This is an optimization exercise on Yosys and OpenROAD, whose aim is small area, not a production implementation.
Function was checked by simulation only, so behaviour that the tests miss may differ from the original.

==> v34: inputs <==
==> flow/design.v <==
module KF6845 (
    input   logic           clock,
    input   logic           video_clock_enable,
    input   logic           reset,
    input   logic           CS_N,
    input   logic           RS,
    input   logic           ENABLE,
    input   logic           R_OR_W,
    input   logic   [7:0]   D_IN,
    output  logic   [7:0]   D_OUT,
    input   logic           LPSTB,
    output  logic           CURSOR,
    output  logic           HSYNC,
    output  logic           VSYNC,
    output  logic   [4:0]   RA,
    output  logic   [13:0]  MA,
    output  logic           DE
);
    logic   [1:0]   bus_state;
    logic           write_pending;
    logic           write_pending_rs;
    logic   [7:0]   bus_data;
    always_ff @(posedge clock, posedge reset) begin
        if (reset) begin
            bus_state       <= 2'b00;
            write_pending   <= 1'b0;
        end
        else begin
            bus_state[1]    <= ENABLE & ~CS_N & ~R_OR_W;
            bus_state[0]    <= ENABLE & ~CS_N & RS;
            write_pending   <= bus_state[1] & ~ENABLE;
        end
    end
    always_ff @(posedge clock) begin
        write_pending_rs    <= bus_state[0];
        if (ENABLE)
            bus_data        <= D_IN;
    end
    wire    read_cycle      = ~bus_state[1] & bus_state[0];
    logic           vce;
    always_ff @(posedge clock, posedge reset) begin
        if (reset)
            vce             <= 1'b0;
        else
            vce             <= video_clock_enable;
    end
    logic   [4:0]   address;
    always_ff @(posedge clock, posedge reset) begin
        if (reset)
            address         <= 5'h00;
        else if (write_pending & ~write_pending_rs)
            address         <= bus_data[4:0];
    end
    wire    write_register  = write_pending & write_pending_rs;
    wire    wr_h_total      = write_register & (address == 5'h00);
    wire    wr_h_disp       = write_register & (address == 5'h01);
    wire    wr_h_sync_pos   = write_register & (address == 5'h02);
    wire    wr_h_sync_width = write_register & (address == 5'h03);
    wire    wr_v_total      = write_register & (address == 5'h04);
    wire    wr_v_adjust     = write_register & (address == 5'h05);
    wire    wr_v_disp       = write_register & (address == 5'h06);
    wire    wr_v_sync_pos   = write_register & (address == 5'h07);
    wire    wr_interlace    = write_register & (address == 5'h08);
    wire    wr_max_scan     = write_register & (address == 5'h09);
    wire    wr_cursor_start = write_register & (address == 5'h0A);
    wire    wr_cursor_end   = write_register & (address == 5'h0B);
    wire    wr_start_h      = write_register & (address == 5'h0C);
    wire    wr_start_l      = write_register & (address == 5'h0D);
    wire    wr_cursor_h     = write_register & (address == 5'h0E);
    wire    wr_cursor_l     = write_register & (address == 5'h0F);
    logic   [7:0]   horizontal_total;
    logic   [7:0]   horizontal_displayed;
    logic   [7:0]   horizontal_sync_position;
    logic   [3:0]   horizontal_sync_width;
    logic   [6:0]   vertical_total;
    logic   [4:0]   vertical_total_adjust;
    logic   [6:0]   vertical_displayed;
    logic   [6:0]   vertical_sync_position;
    logic   [1:0]   interlace_mode;
    logic   [4:0]   maximum_scan_line;
    logic   [1:0]   blink_config;
    logic   [4:0]   cursor_start;
    logic   [4:0]   cursor_end;
    logic   [13:0]  start_address;
    logic   [13:0]  cursor_address;
    always_ff @(posedge clock, posedge reset) begin
        if (reset) begin
            horizontal_total            <= 8'h00;
            horizontal_displayed        <= 8'h00;
            horizontal_sync_position    <= 8'h00;
            horizontal_sync_width       <= 4'h0;
            vertical_total              <= 7'h00;
            vertical_total_adjust       <= 5'h00;
            vertical_displayed          <= 7'h00;
            vertical_sync_position      <= 7'h3F;
            interlace_mode              <= 2'b00;
            maximum_scan_line           <= 5'h00;
            blink_config                <= 2'h1;
            cursor_start                <= 5'h00;
            cursor_end                  <= 5'h00;
            start_address               <= 14'h0000;
            cursor_address              <= 14'h0000;
        end
        else begin
            if (wr_h_total)         horizontal_total            <= bus_data;
            if (wr_h_disp)          horizontal_displayed        <= bus_data;
            if (wr_h_sync_pos)      horizontal_sync_position    <= bus_data;
            if (wr_h_sync_width)    horizontal_sync_width       <= bus_data[3:0];
            if (wr_v_total)         vertical_total              <= bus_data[6:0];
            if (wr_v_adjust)        vertical_total_adjust       <= bus_data[4:0];
            if (wr_v_disp)          vertical_displayed          <= bus_data[6:0];
            if (wr_v_sync_pos)      vertical_sync_position      <= bus_data[6:0];
            if (wr_interlace)       interlace_mode              <= bus_data[1:0];
            if (wr_max_scan)        maximum_scan_line           <= bus_data[4:0];
            if (wr_cursor_start) begin
                blink_config        <= bus_data[6:5];
                cursor_start        <= bus_data[4:0];
            end
            if (wr_cursor_end)      cursor_end                  <= bus_data[4:0];
            if (wr_start_h)         start_address[13:8]         <= bus_data[5:0];
            if (wr_start_l)         start_address[7:0]          <= bus_data;
            if (wr_cursor_h)        cursor_address[13:8]        <= bus_data[5:0];
            if (wr_cursor_l)        cursor_address[7:0]         <= bus_data;
        end
    end
    logic   [7:0]   horizontal_counter_n;
    wire    [7:0]   horizontal_counter = ~horizontal_counter_n;
    logic   [3:0]   horizontal_sync_width_counter;
    logic           reset_horizontal_sync_width;
    logic           Horizontal;
    logic           Horizontal_Half;
    logic           Horizontal_End;
    logic           H_Display;
    wire    [7:0]   next_horizontal_counter = Horizontal ? 8'h00 : horizontal_counter + 8'h01;
    wire    [3:0]   next_horizontal_sync_width_counter =
                        reset_horizontal_sync_width ? 4'h0 :
                        HSYNC ? horizontal_sync_width_counter + 4'h1 : horizontal_sync_width_counter;
    wire            wire_reset_horizontal_sync_width = (next_horizontal_sync_width_counter == horizontal_sync_width);
    wire            wire_Horizontal         = (next_horizontal_counter == horizontal_total);
    wire            wire_Horizontal_Half    = (next_horizontal_counter == {1'b0, horizontal_total[7:1]});
    wire            wire_Horizontal_End     = (next_horizontal_counter == horizontal_displayed);
    wire            wire_HSYNC_start        = (next_horizontal_counter == horizontal_sync_position);
    always_ff @(posedge clock, posedge reset) begin
        if (reset) begin
            horizontal_counter_n            <= 8'h00;
            horizontal_sync_width_counter   <= 4'h0;
            Horizontal                      <= 1'b0;
            Horizontal_End                  <= 1'b0;
            H_Display                       <= 1'b0;
            HSYNC                           <= 1'b0;
        end
        else if (vce) begin
            horizontal_counter_n            <= ~next_horizontal_counter;
            horizontal_sync_width_counter   <= next_horizontal_sync_width_counter;
            Horizontal                      <= wire_Horizontal;
            Horizontal_End                  <= wire_Horizontal_End;
            if (wire_Horizontal_End)
                H_Display                   <= 1'b0;
            else if (wire_Horizontal)
                H_Display                   <= 1'b1;
            if (wire_reset_horizontal_sync_width)
                HSYNC                       <= 1'b0;
            else if (wire_HSYNC_start)
                HSYNC                       <= 1'b1;
        end
    end
    always_ff @(posedge clock) begin
        if (vce) begin
            reset_horizontal_sync_width     <= wire_reset_horizontal_sync_width;
            Horizontal_Half                 <= wire_Horizontal_Half;
        end
    end
    logic   [4:0]   scan_line_counter;
    logic   [6:0]   character_row_counter;
    logic           interlace_video;
    logic           odd_or_even;
    logic           Vadjust;
    logic           V_Display;
    logic   [3:0]   Vsync_counter;
    logic           Vsync_odd;
    logic           Vsync_even;
    logic           V_total;
    wire            line_end        = vce & Horizontal;
    wire    [4:0]   next_scan_line  = scan_line_counter + 5'h01;
    wire            Scanline_End    = line_end & (scan_line_counter == maximum_scan_line);
    always_comb begin
        if (odd_or_even)
            if (~|vertical_total_adjust)
                V_total = (character_row_counter == vertical_total);
            else
                V_total = Vadjust & (next_scan_line == vertical_total_adjust);
        else
            V_total = (Vadjust & (scan_line_counter == vertical_total_adjust));
        V_total = line_end & V_total;
    end
    wire    [6:0]   next_character_row_counter =
                        V_total ? 7'h00 : Scanline_End ? character_row_counter + 7'h01 : character_row_counter;
    always_ff @(posedge clock, posedge reset) begin
        if (reset) begin
            scan_line_counter       <= 5'h00;
            character_row_counter   <= 7'h00;
            interlace_video         <= 1'b0;
            odd_or_even             <= 1'b1;
            Vadjust                 <= 1'b0;
            V_Display               <= 1'b0;
            RA                      <= 5'h00;
            Vsync_odd               <= 1'b0;
            Vsync_even              <= 1'b0;
        end
        else begin
            if (line_end)
                scan_line_counter   <= (V_total | Scanline_End) ? 5'h00 : next_scan_line;
            character_row_counter   <= next_character_row_counter;
            if (V_total) begin
                interlace_video     <= &interlace_mode;
                odd_or_even         <= ~interlace_mode[0] | ~odd_or_even;
            end
            if (V_total)
                Vadjust             <= 1'b0;
            else if (Scanline_End && (character_row_counter == vertical_total))
                Vadjust             <= 1'b1;
            if (next_character_row_counter == vertical_displayed)
                V_Display           <= 1'b0;
            else if (V_total)
                V_Display           <= 1'b1;
            if (V_total | Scanline_End)
                RA                  <= {4'h0, interlace_video & odd_or_even};
            else if (line_end)
                RA                  <= RA + {3'h0, interlace_video, ~interlace_video};
            if (line_end) begin
                if (Scanline_End && (next_character_row_counter == vertical_sync_position))
                    Vsync_odd       <= 1'b1;
                else if (&Vsync_counter)
                    Vsync_odd       <= 1'b0;
            end
            if (vce & Horizontal_Half)
                Vsync_even          <= Vsync_odd;
        end
    end
    always_ff @(posedge clock) begin
        if (line_end)
            Vsync_counter   <= (Scanline_End && (next_character_row_counter == vertical_sync_position)) ? 4'h0 : Vsync_counter + 4'h1;
    end
    assign  VSYNC   = odd_or_even ? Vsync_odd : Vsync_even;
    assign  DE      = H_Display & V_Display;
    logic   [13:0]  retrace_ma;
    logic   [13:0]  next_line_ma;
    wire    [13:0]  increment_ma = MA + 14'h1;
    wire    [13:0]  next_retrace_ma = V_total ? start_address : Scanline_End ? next_line_ma : retrace_ma;
    always_ff @(posedge clock, posedge reset) begin
        if (reset) begin
            retrace_ma      <= 14'h0;
            next_line_ma    <= 14'h0;
            MA              <= 14'h0;
        end
        else if (vce) begin
            retrace_ma      <= next_retrace_ma;
            MA              <= Horizontal ? next_retrace_ma : increment_ma;
            if (Horizontal_End)
                next_line_ma <= increment_ma;
        end
    end
    logic   [4:0]   field_rate_counter;
    logic           cursor_on;
    always_ff @(posedge clock, posedge reset) begin
        if (reset) begin
            field_rate_counter      <= 5'h0;
            cursor_on               <= 1'b0;
        end
        else begin
            if (V_total)
                field_rate_counter  <= field_rate_counter + 5'h1;
            case (blink_config)
                2'b00:  cursor_on   <= 1'b1;
                2'b01:  cursor_on   <= 1'b0;
                2'b10:  if (V_total & ~|field_rate_counter[3:0]) cursor_on <= ~cursor_on;
                2'b11:  if (V_total & ~|field_rate_counter[4:0]) cursor_on <= ~cursor_on;
            endcase
        end
    end
    assign  CURSOR  = (cursor_address == MA) & (cursor_start <= RA) & (RA <= cursor_end) & cursor_on;
    logic           prev_lpstb;
    logic   [13:0]  light_pen;
    always_ff @(posedge clock, posedge reset) begin
        if (reset) begin
            prev_lpstb      <= 1'b1;
            light_pen       <= 14'h0;
        end
        else if (video_clock_enable) begin
            prev_lpstb      <= LPSTB;
            if (LPSTB & ~prev_lpstb)
                light_pen   <= MA;
        end
    end
    always_comb begin
        if (read_cycle && (address == 5'h0E))
            D_OUT   = {2'b00, cursor_address[13:8]};
        else if (read_cycle && (address == 5'h0F))
            D_OUT   = cursor_address[7:0];
        else if (read_cycle && (address == 5'h10))
            D_OUT   = {2'b00, light_pen[13:8]};
        else if (read_cycle && (address == 5'h11))
            D_OUT   = light_pen[7:0];
        else
            D_OUT   = 8'hFF;
    end
endmodule
==> flow/flow/run.sh <==
#!/bin/bash
# Own layout flow: the standard flow (standard.sh's make command and
# settings), with
#  - synthesis mapping the logic with an area-oriented abc script
#    (flow/abc_area.script, through flow/mysynth.tcl),
#  - the port buffers made of the smallest buffer cell,
#  - clock tree synthesis without dummy loads.
# Each step's full output is in orfs/logs/...; make's output is in make.log.
set -euo pipefail
HERE=$(pwd)
export MY_ABC_SCRIPT=$HERE/flow/abc_area.script
export BUFFER_PORTS_ARGS="-buffer_cell sky130_fd_sc_hd__buf_1"
export CTS_ARGS="-sink_clustering_enable -repair_clock_nets -sink_clustering_size 18 -sink_clustering_max_diameter 55 -buf_list sky130_fd_sc_hd__clkbuf_8 -dont_use_dummy_load"
sed "s#SYNTH_SCRIPT=[^ ]*#SYNTH_SCRIPT=$HERE/flow/mysynth.tcl#" standard.sh > my_standard.sh
grep -q "SYNTH_SCRIPT=$HERE/flow/mysynth.tcl" my_standard.sh
bash my_standard.sh finish > make.log 2>&1
test -f out/final.def
==> flow/flow/abc_area.script <==
strash
dc2
dch -f
amap
strash
dc2
dch -f
amap
topo
==> flow/flow/mysynth.tcl <==
# The standard synthesis (synth_recipe.tcl), with one change: abc maps the
# combinational logic with the script in MY_ABC_SCRIPT instead of ORFS's.
# Flip-flop mapping, register names, flattening and renaming are unchanged.
proc synth {args} { yosys synth -nofsm -noshare {*}$args }
proc abc {args} {
  set i [lsearch -exact $args -script]
  if { $i >= 0 } { set args [lreplace $args $i [expr {$i+1}] -script $::env(MY_ABC_SCRIPT)] }
  set j [lsearch -exact $args -D]
  if { $j >= 0 } { set args [lreplace $args $j [expr {$j+1}]] }
  yosys abc {*}$args
}
source $::env(SCRIPTS_DIR)/synth.tcl
# left out here: clear keep_hierarchy, flatten, clean up, hide names made inside functions, write 1_2_yosys.v
==> flow/standard.sh <==
#!/bin/bash
# synth_recipe.tcl (not shown) runs the flow's synth.tcl, then flattens the netlist and writes it again
# the make line also repeats each setting of config.mk as NAME=value (left out here)
make -C /OpenROAD-flow-scripts/flow DESIGN_CONFIG=/design/flow/config.mk WORK_HOME=/design/flow/orfs CLKGATE_MAP_FILE= SYNTH_SCRIPT=/design/flow/synth_recipe.tcl "${@:-finish}"
==> flow/config.mk <==
export PLATFORM = sky130hd
export DESIGN_NAME = KF6845
export DESIGN_NICKNAME = KF6845
export VERILOG_FILES = /design/flow/design.v
export SDC_FILE = /design/flow/constraint.sdc
export NUM_CORES = 4
export LEC_CHECK = 0
export ABC_AREA = 1
export CAP_MARGIN = 20
export CORE_MARGIN = 2
export CORE_UTILIZATION = 60
export PLACE_DENSITY = 0.7
export SLEW_MARGIN = 20
==> flow/constraint.sdc <==
create_clock -name core_clock -period 5.0 [get_ports {clock}]
set_input_delay 1.0000 -clock core_clock [delete_from_list [all_inputs] [get_ports {clock}]]
set_output_delay 1.0000 -clock core_clock [all_outputs]
set_load 0.01 [all_outputs]
==> inputs of v21, as changes to v34 <==
--- a/flow/design.v
+++ b/flow/design.v
@@ -124,6 +124,5 @@
         end
     end
-    logic   [7:0]   horizontal_counter_n;
-    wire    [7:0]   horizontal_counter = ~horizontal_counter_n;
+    logic   [7:0]   horizontal_counter;
     logic   [3:0]   horizontal_sync_width_counter;
     logic           reset_horizontal_sync_width;
@@ -143,7 +142,9 @@
     always_ff @(posedge clock, posedge reset) begin
         if (reset) begin
-            horizontal_counter_n            <= 8'h00;
+            horizontal_counter              <= 8'hFF;
             horizontal_sync_width_counter   <= 4'h0;
+            reset_horizontal_sync_width     <= 1'b0;
             Horizontal                      <= 1'b0;
+            Horizontal_Half                 <= 1'b0;
             Horizontal_End                  <= 1'b0;
             H_Display                       <= 1'b0;
@@ -151,7 +152,9 @@
         end
         else if (vce) begin
-            horizontal_counter_n            <= ~next_horizontal_counter;
+            horizontal_counter              <= next_horizontal_counter;
             horizontal_sync_width_counter   <= next_horizontal_sync_width_counter;
+            reset_horizontal_sync_width     <= wire_reset_horizontal_sync_width;
             Horizontal                      <= wire_Horizontal;
+            Horizontal_Half                 <= wire_Horizontal_Half;
             Horizontal_End                  <= wire_Horizontal_End;
             if (wire_Horizontal_End)
@@ -165,10 +168,4 @@
         end
     end
-    always_ff @(posedge clock) begin
-        if (vce) begin
-            reset_horizontal_sync_width     <= wire_reset_horizontal_sync_width;
-            Horizontal_Half                 <= wire_Horizontal_Half;
-        end
-    end
     logic   [4:0]   scan_line_counter;
     logic   [6:0]   character_row_counter;
--- a/flow/flow/run.sh
+++ b/flow/flow/run.sh
@@ -11,5 +11,5 @@
 export MY_ABC_SCRIPT=$HERE/flow/abc_area.script
 export BUFFER_PORTS_ARGS="-buffer_cell sky130_fd_sc_hd__buf_1"
-export CTS_ARGS="-sink_clustering_enable -repair_clock_nets -sink_clustering_size 18 -sink_clustering_max_diameter 55 -buf_list sky130_fd_sc_hd__clkbuf_8 -dont_use_dummy_load"
+export CTS_ARGS="-sink_clustering_enable -repair_clock_nets -sink_clustering_size 20 -sink_clustering_max_diameter 60 -buf_list sky130_fd_sc_hd__clkbuf_8 -dont_use_dummy_load"
 sed "s#SYNTH_SCRIPT=[^ ]*#SYNTH_SCRIPT=$HERE/flow/mysynth.tcl#" standard.sh > my_standard.sh
 grep -q "SYNTH_SCRIPT=$HERE/flow/mysynth.tcl" my_standard.sh
==> results.yml <==
status:
  status: "finished clean"
final_layout:
  final_cell_mix: "197 x dfrtp_1, 194 x clkinv_1, 161 x o22ai_1"
routing:
  routedWlPerCell_um: 19.1
critical_path:
  cp.required_ns: 5.23
-- figures above: v21

==> results.yml <==
final_layout:
  fin_nets: 1160
  final_cell_mix: "202 x dfrtp_1, 202 x clkinv_1, 173 x o22ai_1"
  sh_seq_area_pct: 52.5
critical_path:
  cp.required_ns: 5.24
power_and_ir_drop:
  total_power_uw: 3700
routing:
  routedWlPerCell_um: 18.9
clock_network:
  cts_setup_buffers: 0
status:
  status: "finished clean"
-- figures above: v34

-- what the ideal ports hide --
Ports are ideal in the flow. The routed layouts listed here were re-timed in OpenROAD.
Step 1 (the two cells are an assumption about what drives the block):
set clk [get_ports {clock}]
set_driving_cell -lib_cell sky130_fd_sc_hd__clkbuf_16 $clk
set_driving_cell -lib_cell sky130_fd_sc_hd__buf_2 [delete_from_list [all_inputs] $clk]
Step 2 adds t to the input delays and takes it off the output delays; t is the mean of the earliest and latest rising clock arrival at the registers after step 1. Input paths then give back, and output paths get back, about the clock's delay inside the block.
Three values: no drivers, after step 1, after step 2; two values: the first two.
run	shift t [ns]	setup slack, ns	worst setup path at the end
v34	0.550	0.634 / 0.634 / 0.634	register to register
v21	0.539	0.467 / 0.467 / 0.467	register to register
After both steps every run listed still meets setup and hold.
